Context: an optimization exercise on an open-source flow, tuned for a short achievable clock period and few clock cycles. The choices shown serve that exercise and are no tape-out recipe.
In this exercise RTL edits were held to simulation tests only and were not proved equivalent to the original.
Power and IR drop assume default switching activity.

## flow/design.v

```verilog
module engine_multiply
# (
            parameter            WIDTH = 32
)
(
   input    logic                clock,
   input    logic                clock_sreset,
   input    logic [WIDTH-1:0]    dataa,
   input    logic [WIDTH-1:0]    datab,
   input    logic                go,
   output   logic                busy,
   output   logic                result_valid,
   output   logic [WIDTH*2-1:0]  result
);
            localparam           WIDTHD = (WIDTH * 2);
            localparam           WIDTHC = $clog2(WIDTH);
   enum     logic [1:0]          {S1, S2} fsm;
            logic [WIDTH-1:0]    dataa_reg;
            logic [WIDTHD-1:0]   datab_reg;
            logic [WIDTHC-1:0]   count;
   always_ff @ (posedge clock) begin
      if (clock_sreset) begin
         fsm <= S1;
      end
      else begin
         case (fsm)
            S1 : begin
               result_valid <= 1'b0;
               dataa_reg <= dataa;
               datab_reg <= datab;
               result <= {WIDTHD{1'b0}};
               count <= WIDTH[WIDTHC-1:0] - {{WIDTHC-1{1'b0}}, 1'b1};
               busy <= go;
               if (go)
                  fsm <= S2;
            end
            S2 : begin
               if ((~|count) | (~|dataa_reg)) begin
                  busy <= 1'b0;
                  result_valid <= 1'b1;
                  fsm <= S1;
               end
               count <= count - {{WIDTHC-1{1'b0}}, 1'b1};
               if (dataa_reg[0])
                  result <= result + datab_reg;
               dataa_reg <= dataa_reg >> 1;
               datab_reg <= datab_reg << 1;
            end
         endcase
      end
   end
endmodule
module engine_divide # (
            parameter            WIDTH = 32
)
(
   input    logic                clock,
   input    logic                clock_sreset,
   input    logic [WIDTH-1:0]    numerator,
   input    logic [WIDTH-1:0]    denominator,
   input    logic                go,
   output   logic                busy,
   output   logic                result_valid,
   output   logic [WIDTH-1:0]    quotient,
   output   logic [WIDTH-1:0]    remainder
);
            localparam           WIDTHD = (WIDTH * 2);
            localparam           WIDTHC = $clog2(WIDTH + 1);
   enum     logic [2:0]          {S1, S2, S3} fsm;
            logic [WIDTH-1:0]    denominator_reg, numerator_reg;
            logic [WIDTHC-1:0]   count;
            wire  [WIDTH+1:0]    remainder_calc = {1'b0, remainder, numerator_reg[WIDTH-1]} - {2'b00, denominator_reg};
   always_ff @ (posedge clock) begin
      if (clock_sreset) begin
         busy <= 1'b0;
         result_valid <= 1'b0;
         fsm <= S1;
      end
      else begin
         case (fsm)
            S1 : begin
               numerator_reg <= numerator;
               denominator_reg <= denominator;
               remainder <= {WIDTH{1'b0}};
               count <= WIDTH[WIDTHC-1:0] - {{WIDTHC-1{1'b0}}, 1'b1};
               busy <= go;
               result_valid <= 1'b0;
               if (go)
                  fsm <= S2;
            end
            S2 : begin
               result_valid <= ~|count;
               if (~|count) begin
                  busy <= 1'b0;
                  fsm <= S1;
               end
               count <= count - {{WIDTHC-1{1'b0}}, 1'b1};
               numerator_reg <= {numerator_reg[WIDTH-2:0], 1'b0};
               quotient <= {quotient[WIDTH-2:0], ~remainder_calc[WIDTH+1]};
               if (~remainder_calc[WIDTH+1])
                  remainder <= remainder_calc[WIDTH-1:0];
               else
                  remainder <= {remainder[WIDTH-2:0], numerator_reg[WIDTH-1]};
            end            
         endcase
      end
   end
endmodule
module engine # (
            parameter            WIDTHA = 12,
            parameter            WIDTHD = 32,
            parameter            ISA = 6,
            parameter            RESET_ADDR = 'h24,
            parameter            IRQ_ADDR = 'h20,
            parameter            STACK_ADDR = 'h1e0,
            parameter            MULT_SIZE = 32,
            parameter            BARREL_SHIFT = 0
)
(
   input    logic                clock,
   input    logic                clock_sreset,
   output   logic [WIDTHA-1:0]   address,
   output   logic [WIDTHD-1:0]   writedata,
   input    logic [WIDTHD-1:0]   readdata,
   output   logic                read,
   output   logic                write,
   input    logic                waitrequest,
   input    logic [WIDTHD-1:0]   irq
);
            localparam           OP = (WIDTHD / ISA);
            localparam           WIDTHI = (OP * ISA);
            localparam           WIDTHS = $clog2(OP);
            localparam           WIDTHP = (WIDTHA + WIDTHS);
            localparam           WIDTHB = $clog2(WIDTHD);
            localparam           WIDTHM = (MULT_SIZE * 2);
            localparam           ZERO = 128'h0;
            localparam           ONE = 128'h1;
   enum     logic [1:0]          {FETCH, EXECUTE, WRITE} state;
   typedef  logic [ISA-1:0]      itype;
            itype [OP-1:0]       ir;
            itype                instr;
            logic [WIDTHD-1:0]   ra, rb, rc, rx, ry, rk, ri, rt;
            logic [WIDTHD-1:0]   ra_offset, rx_offset, ry_offset;
            logic [WIDTHD-1:0]   prev_ra, next_rc, prev_rc, reg_mux[12:0];
            logic [WIDTHA-1:0]   pc, next_pc;
            logic [WIDTHS-1:0]   slot, next_slot;
            logic [WIDTHD-1:0]   alu[9:0], alu_result, div_rem, div_quot;
            logic [WIDTHD+1:0]   adder;
            logic [WIDTHD*2-1:0] mult_result;
            logic [63:0]         opcode;
            logic [2:0]          opbits;
            logic [3:0]          alu_select, ra_sel, rb_sel, rc_sel;
            logic                pf, ef, ff, irqf, irq_event;
            logic                alu_cout, alu_imm, alu_mem;
            logic                ra_zero, last_slot, mem_op, imm_op, alu_op;
            logic                read_complete, write_complete, mem_complete;
            logic                NOP, JSR, JPZ, JMP, DUP, SWP, POP, PSH;
            logic                EXT, ZEQ, IRQ;
            logic                PUY, STY, LDY, AKX, POX, PUX, STX, LDX;
            logic                MBD, MFD, AKA, STA, LDA, AKY, POY;
            logic                DIV, MLT, XOR, IOR, AND, AGB, SUB, ADD;
            logic                F2I, I2F, FPD, FPM, FPA, SHL, SHR;
            logic                PFX, NUL;
            logic                div_go, div_busy, div_valid;
   engine_divide                 # (
                                    .WIDTH(WIDTHD)
                                 )
                                 divide (
                                    .clock(clock),
                                    .clock_sreset(clock_sreset),
                                    .numerator(ra),
                                    .denominator(rb),
                                    .go(div_go),
                                    .busy(div_busy),
                                    .result_valid(div_valid),
                                    .quotient(div_quot),
                                    .remainder(div_rem)
                                 );
            logic                mult_go, mult_busy, mult_valid;
   engine_multiply               # (
                                    .WIDTH(WIDTHD)
                                 )
                                 multiply (
                                    .clock(clock),
                                    .clock_sreset(clock_sreset),
                                    .dataa(ra),
                                    .datab(rb),
                                    .go(mult_go),
                                    .busy(mult_busy),
                                    .result_valid(mult_valid),
                                    .result(mult_result)
                                 );
   always_comb begin
      ra_offset = ra + rk;
      rx_offset = rx + rk;
      ry_offset = ry + rk;
      writedata = STA ? rb : (MFD | MBD) ? rt : ra;
      read_complete = read & ~waitrequest;
      write_complete = write & ~waitrequest;
      mem_complete = (read_complete | write_complete);
      irq_event = |irq & ~pf & ~ef & ~ff & ~irqf;
      instr = (slot < OP) ? ir[slot] : 6'h17;
      opbits = (ISA == 6) ? instr[5:3] : ef ? {1'b1, instr[4:3]} : {2'b01, instr[3]};
      opcode = 64'h1 << {opbits, instr[2:0]};
      PFX = |opcode[15:0];
      {NOP, JSR, JPZ, JMP, DUP, SWP, POP, PSH} = opcode[23:16];
      {EXT, ZEQ, IRQ} = {opcode[31], opcode[25:24]};
      {PUY, STY, LDY, AKX, POX, PUX, STX, LDX} = opcode[39:32];
      {MBD, MFD, AKA, STA, LDA, AKY, POY} = opcode[46:40];
      {DIV, MLT, XOR, IOR, AND, AGB, SUB, ADD} = opcode[55:48];
      {F2I, I2F, FPD, FPM, FPA, SHL, SHR} = opcode[62:56];
      NUL = |{opcode[63], opcode[47], opcode[30:26]};
      alu_op = ADD | SUB | AGB | AND | IOR | XOR | ZEQ | SHL | SHR | MLT | DIV;
      mem_op = (LDA | STA | LDX | STX | LDY | STY | MFD | MBD);
      imm_op = (~mem_op & ~DIV & ~MLT) | (DIV & div_valid) | (MLT & mult_valid);
      ra_zero = ~|ra;
      adder = {1'b0, rb, 1'b1} + {1'b0, ra ^ {WIDTHD{SUB | AGB}}, (SUB | AGB)};
      alu[0] = adder[WIDTHD:1];
      alu[1] = {WIDTHD{adder[WIDTHD+1]}};
      alu[2] = rb & ra;
      alu[3] = rb | ra;
      alu[4] = rb ^ ra;
      alu[5] = {WIDTHD{ra_zero}};
      alu[6] = ra << ((BARREL_SHIFT != 0) ? rb[WIDTHB-1:0] : 1'b1);
      alu[7] = ra >> ((BARREL_SHIFT != 0) ? rb[WIDTHB-1:0] : 1'b1);
      alu[8] = mult_result[WIDTHD*2-1:WIDTHD];
      alu[9] = div_rem;
      alu_select = AGB ? 4'h1 : AND ? 4'h2 : IOR ? 4'h3 : XOR ? 4'h4 : ZEQ ? 4'h5 :
         SHL ? 4'h6 : SHR ? 4'h7 : MLT ? 4'h8 : DIV ? 4'h9 : 4'h0;
      alu_result = alu[alu_select];
      last_slot = (slot >= (OP - 1));
      next_pc = pc + last_slot;
      next_slot = last_slot ? ZERO[WIDTHS-1:0] : (slot + ONE[WIDTHS-1:0]);
      next_rc = rc + ONE[WIDTHD-1:0];
      prev_rc = rc - ONE[WIDTHD-1:0];
      prev_ra = ra - ONE[WIDTHD-1:0];
   end
   always_comb begin
      reg_mux[0] = ra;
      reg_mux[1] = rb;
      reg_mux[2] = rc;
      reg_mux[3] = rk;
      reg_mux[4] = {next_pc, next_slot};
      reg_mux[5] = rx;
      reg_mux[6] = ry;
      reg_mux[7] = ri;
      reg_mux[8] = alu_result;
      reg_mux[9] = readdata;
      reg_mux[10] = ra_offset;
      reg_mux[11] = mult_result[WIDTHD-1:0];
      reg_mux[12] = div_quot;
      ra_sel = AKA ? 4'ha : PSH ? 4'h3 : POP|STY|SWP|STX ? 4'h1 : JSR ? 4'h4 : IRQ ? 4'h7 :
         alu_op ? 4'h8 : LDX|LDY|LDA ? 4'h9 : PUX ? 4'h5 : PUY ? 4'h6 : STA ? 4'h2 : 4'h0;
      rb_sel = POP|STY|STX|POX|POY ? 4'h2 : PSH|SWP|DUP|IRQ|LDX|LDY|PUX|PUY ? 4'h0 :
         MLT ? 4'hb : DIV ? 4'hc : 4'h1;
      rc_sel = PSH|DUP|IRQ|LDX|LDY|PUX|PUY ? 4'h1 : 4'h2;
      {div_go, mult_go} = 2'b00;
      if (state == EXECUTE)
         {div_go, mult_go} = {DIV & ~div_valid, MLT & ~mult_valid};
   end
   always_ff @ (posedge clock) begin
      if (clock_sreset) begin
         address <= ZERO[WIDTHA-1:0];
         read <= 1'b0;
         write <= 1'b0;
      end
      else
         case (state)
            FETCH : begin
               address <= pc;
               write <= 1'b0;
               if (~irq_event) begin
                  read <= ~read_complete;
               end
            end
            EXECUTE : begin
               address <= (LDX | STX) ? rx_offset[WIDTHA-1:0] :
                  (LDY | STY) ? ry_offset[WIDTHA-1:0] :
                  (LDA | STA) ? ra_offset[WIDTHA-1:0] : rb[WIDTHA-1:0];
               read <= read_complete ? 1'b0 : (LDX | LDY | LDA | MFD | MBD);
               write <= write_complete ? 1'b0 : (STX | STY | STA);
            end
            WRITE : begin
               address <= rc[WIDTHA-1:0];
               write <= ~write_complete;
            end
         endcase
   end
   always_ff @ (posedge clock) begin
      if (clock_sreset) begin
         pc <= RESET_ADDR[WIDTHA-1:0];
         ra <= ZERO[WIDTHD-1:0];
         rb <= ZERO[WIDTHD-1:0];
         rc <= ZERO[WIDTHD-1:0];
         rx <= ZERO[WIDTHD-1:0];
         ry <= ZERO[WIDTHD-1:0];
         rk <= ZERO[WIDTHD-1:0];
         ri <= ZERO[WIDTHD-1:0];
         rt <= ZERO[WIDTHD-1:0];
         ir <= ZERO[OP*ISA-1:0];
         pf <= 1'b0;
         ef <= 1'b0;
         ff <= 1'b0;
         irqf <= 1'b0;
         slot <= ZERO[WIDTHS-1:0];
         state <= FETCH;
      end
      else begin
         case (state)
            FETCH : begin
               ir <= readdata[WIDTHI-1:0];
               if (irq_event) begin
                  irqf <= 1'b1;
                  ri <= {pc, slot};
                  {pc, slot} <= {IRQ_ADDR[WIDTHA-1:0], ZERO[WIDTHS-1:0]};
               end
               else begin
                  ff <= 1'b1;
                  if (read_complete) begin
                     state <= EXECUTE;
                  end
               end
            end
            EXECUTE : begin
               ff <= 1'b0;
               if (NUL | NOP) ;
               if (IRQ) irqf <= 1'b0;
               if (POX) rx <= ra;
               if (AKX) rx <= rx_offset;
               if (AKY) ry <= ry_offset;
               if (MFD | MBD) rt <= readdata;
               if (imm_op | mem_complete) begin
                  pf <= PFX;
                  ef <= EXT;
                  rk <= PFX ? (pf ? {rk[WIDTHD-5:0], instr[3:0]} :
                     {{WIDTHD-4{instr[3]}}, instr[3:0]}) : ZERO[WIDTHD-1:0];
                  ra <= reg_mux[ra_sel];
                  rb <= reg_mux[rb_sel];
                  rc <= reg_mux[rc_sel];
                  if (JSR | JMP | (JPZ & ~ra_zero)) begin
                     {pc, slot} <= JSR ? ra[WIDTHP-1:0] : rk[WIDTHP-1:0];
                     state <= FETCH;
                  end
                  else begin
                     if (MFD | MBD) begin
                        state <= WRITE;
                     end
                     else begin
                        {pc, slot} <= {next_pc, next_slot};
                        if (last_slot)
                           state <= FETCH;
                     end
                  end
               end
            end
            WRITE : begin
               if (write_complete) begin
                  ra <= prev_ra;
                  rc <= MBD ? prev_rc : next_rc;
                  {pc, slot} <= {next_pc, next_slot};
                  if (last_slot)
                     state <= FETCH;
                  else
                     state <= EXECUTE;
               end
            end
         endcase
      end
   end
endmodule
```

## flow/run.sh

```bash
#!/bin/bash
# synth_recipe.tcl (not shown) runs the flow's synth.tcl, then flattens the netlist and writes it again
# the make line also repeats each setting of config.mk as NAME=value (left out here)
make -C /OpenROAD-flow-scripts/flow DESIGN_CONFIG=/design/flow/config.mk WORK_HOME=/design/flow/orfs CLKGATE_MAP_FILE= SYNTH_SCRIPT=/design/flow/synth_recipe.tcl finish
```

## flow/config.mk

```make
export PLATFORM = sky130hd
export DESIGN_NAME = engine
export DESIGN_NICKNAME = engine
export VERILOG_FILES = /design/flow/design.v
export SDC_FILE = /design/flow/constraint.sdc
export NUM_CORES = 4
export LEC_CHECK = 0
export CAP_MARGIN = 20
export CORE_MARGIN = 2
export CORE_UTILIZATION = 40
export SLEW_MARGIN = 20
```

## flow/constraint.sdc

```tcl
create_clock -name core_clock -period 9.0 [get_ports {clock}]
set_input_delay 1.8000 -clock core_clock [delete_from_list [all_inputs] [get_ports {clock}]]
set_output_delay 1.8000 -clock core_clock [all_outputs]
set_load 0.01 [all_outputs]
```

==> run summary <==
The worst setup skew after layout is slightly above 0.03 ns. The CTS tree is done. From synthesis to final layout, the design area changed by 12.4%. The post-cts hold buffer count came out at 0.

The number of antenna violations at the first check in global routing is 15. The clock network latency to the later pin of the worst-skew pair is 0.68 ns. In the synthesized netlist the dominant register cell turns out to be sky130_fd_sc_hd__dfxtp_1. The flow ran to the end and the layout has no timing, DRC or antenna violations. The CTS buffer count came out at a little under 80. The capture point of the worst reg-to-reg path is rc[30].

The actual transition at the worst max-transition pin is around 1.2 ns. Power spread over the standard cell area amounts to 175 nW/um2. In this run the remaining antenna-violating nets after routing total 0. The routed via count divided by cell count is 6.55. The mean post-synth cell area is roughly 8.4 um2. The data arrival at the endpoint of the critical path is between 4 and 5 ns.

The area inside the core boundary came out at 109000 um2. The worst-case IR drop observed on VDD is roughly 120 uV. The post-synthesis compound-gate area fraction is roughly 27%. The data required time of the critical path is 7.20 ns.

The die footprint came out at approximately 110000 um2. The post-synthesis async set-or-reset flop share is 0%. The fraction of synthesized area in multiplexers is ~2.7%. Counting I/O delays and the setup requirement, the final critical path takes ~6.6 ns. The proportion of layout cells with a drive suffix above 1 is between 6 and 7%.

The clock tree synthesis step divided the H-tree into 3 levels. The min-delay analysis places its worst path in the category register to register. After clock tree synthesis, the setup repair step added 0 buffers. CTS saw roughly 610 sinks. The cell sitting at the root of the clock tree is a sky130_fd_sc_hd__clkbuf_16. The worst setup path is captured at an output pin. The routed design has 200000 um of wire. The startpoint identified for the worst register-to-register timing path is slot[0]. The number of cells produced by synthesis came out at around 5200. The share of synthesized area occupied by flip-flops and latches came out at roughly a third.

The layout has between 10000 and 15000 filler cells. The total global routing overflow came out at 0. After routing the design area is a little under 50000 um2. The first global-routing pass estimated between 200000 and 300000 um of wire.

The via count of the first global-routing pass is slightly below 40000. Across all register-to-register paths, the minimum setup slack is 2.67 ns. Setup repair after global routing left no endpoint under its margin. The max capacitance violation total came out at 0. The final total negative setup slack came out at 0 ns. The capture point of the worst path is writedata[29]. The type of origin of the critical path is a register.

From left edge to right edge, the die measures about 340 um. The synthesis warning total is 5. The synthesized netlist devotes under 10% of its cell area to XOR and XNOR gates.

The post-cts resize count is 0. The count of routing violations after the opening detailed-route iteration is slightly below 7000. For this run, the detailed router's first-pass iteration total came to 9. The count of port buffers added during placement came out at 112. The highest achievable clock rate is around 150 MHz. Counting every net in the synthesized netlist gives ~5600. The worst slew margin relative to its limit came out at 20.6%. The setup violation total in the final timing report is 0. The count of different cell masters after synthesis is a little under 100. The number of hold-slack violations in the final timing report is 0. The pin count of the biggest net entering global routing is about 120. The initial cell density of the core is roughly 40%. In the final routed layout, each cell accounts on average for approximately 30 um. The largest fanout on the critical path is 35. The post-synth design cell area is ~44000 um2.

The share of the core filled with cells in the final layout is between 40% and 50%. The final critical-path share of the clock period is 73.8%. The floorplan step set the die height to ~340 um. The post-synthesis adder-cell area fraction is 9.56%. For this design the top-level I/O count stands at 113. The count of final max-slew check failures came to 0. The clock-pin slew on the worst setup and hold paths came out at ~0.060 ns. The number of cells on the worst reg-to-reg path is 19. Across all layers, the routed design uses 43900 vias. The final routed DRC violation total came out at 0.

The post-detailed-placement cell area came out at roughly 47000 um2. The number of enable-type register cells in the synthesized netlist came out at 300. The number of buffers on the longest clock path came out at 3. The synthesis-stage register bit count is approximately 600.

The number of rows in the core area is ~120. The setup path with the least slack is of type register to output pin. The simple-gate share of the synthesized area came out at 16.8%. The HPWL reported at the end of detailed placement came out at 143000 um. For this run, the post-layout net count is about 5600. The total routing usage reported by global routing came out at between 30% and 40%. The most critical setup path has its startpoint at slot[0]. The leakage power is 0.0192 uW.

The dominant combinational cell family by area after synthesis is compound AO/OA/AOI/OAI gates. The congestion estimate from routability-driven global placement came to just over 1.
[layer usage]
layer	share of wire [%]	vias to the layer above	track usage, %
met3	12	561	9.53
met5	0.032	-	0
met4	6.7	10	19.7
met2	41	2825	49.0
met1	40	21100	46.7
li1	-	19500	-
[power breakdown]
group	internal, uW	switching (uW)	total (uW)
combinational	650	1480	2130
clock	1920	1360	3280
sequential	3050	181	3230
total	5620	3030	8650
[worst min path at each step]
stage | start | end | slack [ns] | depth (start not counted)
final | divide.quotient[18] | divide.quotient[19] | 0.45 | 0
after global placement | divide.quotient[26] | divide.quotient[27] | 0.43 | 0
after floorplan | divide.quotient[9] | divide.quotient[10] | 0.43 | 0
after CTS | divide.quotient[14] | divide.quotient[15] | 0.45 | 0
after global routing | divide.quotient[21] | divide.quotient[22] | 0.45 | 0
after detailed placement | divide.quotient[7] | divide.quotient[8] | 0.43 | 0
[worst max-delay path, stage by stage (launching register included)]
cell	delay, ns
sky130_fd_sc_hd__dfxtp_1	0.91
sky130_fd_sc_hd__mux4_2	0.43
sky130_fd_sc_hd__a21o_1	0.54
sky130_fd_sc_hd__nand3_1	0.40
sky130_fd_sc_hd__nor3_4	0.21
sky130_fd_sc_hd__buf_4	0.55
sky130_fd_sc_hd__mux2i_1	0.17
sky130_fd_sc_hd__o21ai_0	0.28
sky130_fd_sc_hd__clkdlybuf4s50_1	0.60
[metrics by stage]
step	hold slack (ns)	cells	setup slack [ns]	total power, uW
final	0.447	6712	2.36	8650
after global routing	0.453	6708	2.22	8870
after CTS	0.449	6705	2.48	8560
after detailed placement	0.434	6564	2.84	5310
after global placement	0.428	6564	2.90	5310
after floorplan	0.427	5240	1.24	4440
[layout by cell type, fill, tap and decap left out, types with 98 or more instances in the layout]
| master | instances |
|---|---|
| sky130_fd_sc_hd__dfxtp_1 | 305 |
| sky130_fd_sc_hd__a21oi_1 | 465 |
| sky130_fd_sc_hd__nand2_1 | 644 |
| sky130_fd_sc_hd__a21o_1 | 145 |
| sky130_fd_sc_hd__inv_1 | 182 |
| sky130_fd_sc_hd__o21ai_0 | 442 |
| sky130_fd_sc_hd__ha_1 | 324 |
| sky130_fd_sc_hd__and2_1 | 98 |
| sky130_fd_sc_hd__buf_4 | 134 |
| sky130_fd_sc_hd__xnor2_1 | 180 |
| sky130_fd_sc_hd__clkdlybuf4s50_1 | 111 |
| sky130_fd_sc_hd__edfxtp_1 | 300 |
| sky130_fd_sc_hd__nand3_1 | 121 |
| sky130_fd_sc_hd__mux2i_1 | 105 |
| sky130_fd_sc_hd__nor2_1 | 362 |
[synthesized netlist by cell type, drive strengths merged (93+ instances only)]
library cell,count,area share (%)
mux2i,105,2.4
ha,326,9.3
nand2,645,5.5
o21ai,450,5.1
dfxtp,307,14
nand3,121,1.4
nor3,100,1.2
and2,99,1.4
xnor2,181,3.6
a21o,145,2.5
edfxtp,300,21
a222oi,93,2.1
inv,184,1.6
a21oi,469,5.4
clkbuf,278,2.4
nor2,373,3.2
[cell type report]
cell class | count | area, um2 | area share, %
Multi-Input combinational cell | 4111 | 27000 | 54.6
Tap cell | 1414 | 1770 | 3.58
Sequential cell | 607 | 15200 | 30.7
Timing Repair Buffer | 247 | 2140 | 4.34
Antenna cell | 7 | 17.5 | 0.0355
Inverter | 185 | 702 | 1.42
Clock inverter | 33 | 334 | 0.677
Clock buffer | 108 | 2280 | 4.62
[cells by family (layout without fill, tap and decap cells)]
group | after synthesis | after routing
AO/OA/AOI/OAI | 1803 | 1803
adder cells (fa/ha/maj) | 332 | 332
XOR/XNOR | 251 | 251
AND/OR/NAND/NOR | 1610 | 1610
buffers and inverters | 522 | 573
other | 0 | 7
flip-flops | 607 | 607
multiplexers | 115 | 115
Testbench counts, summed over its fixed seeds: cycles 218,161.

afterwards: timing with drivers on the ports:
In the flow no input, the clock included, has a driving cell. The finished layout below was timed again as built, in two steps. Step 1 (the two cells are an assumption about what drives the block):
set clk [get_ports {clock}]
set_driving_cell -lib_cell sky130_fd_sc_hd__clkbuf_16 $clk
set_driving_cell -lib_cell sky130_fd_sc_hd__buf_2 [delete_from_list [all_inputs] $clk]
Step 2, shift: input delay + t, output delay - t, t = (earliest + latest rising clock arrival at the registers) / 2. This alone moves slack from input paths to output paths. a / b / c = no drivers / after step 1 / after step 2; a / b = the first two.
shift t [ns]: 0.736
setup slack, ns: 2.357 / 2.284 / 2.669
worst data-port slew with drivers (ns): 0.10
After both steps this run still meets setup and hold. For this run, drivers alone change the setup slack by -0.073 ns; drivers and shift together by +0.312 ns.
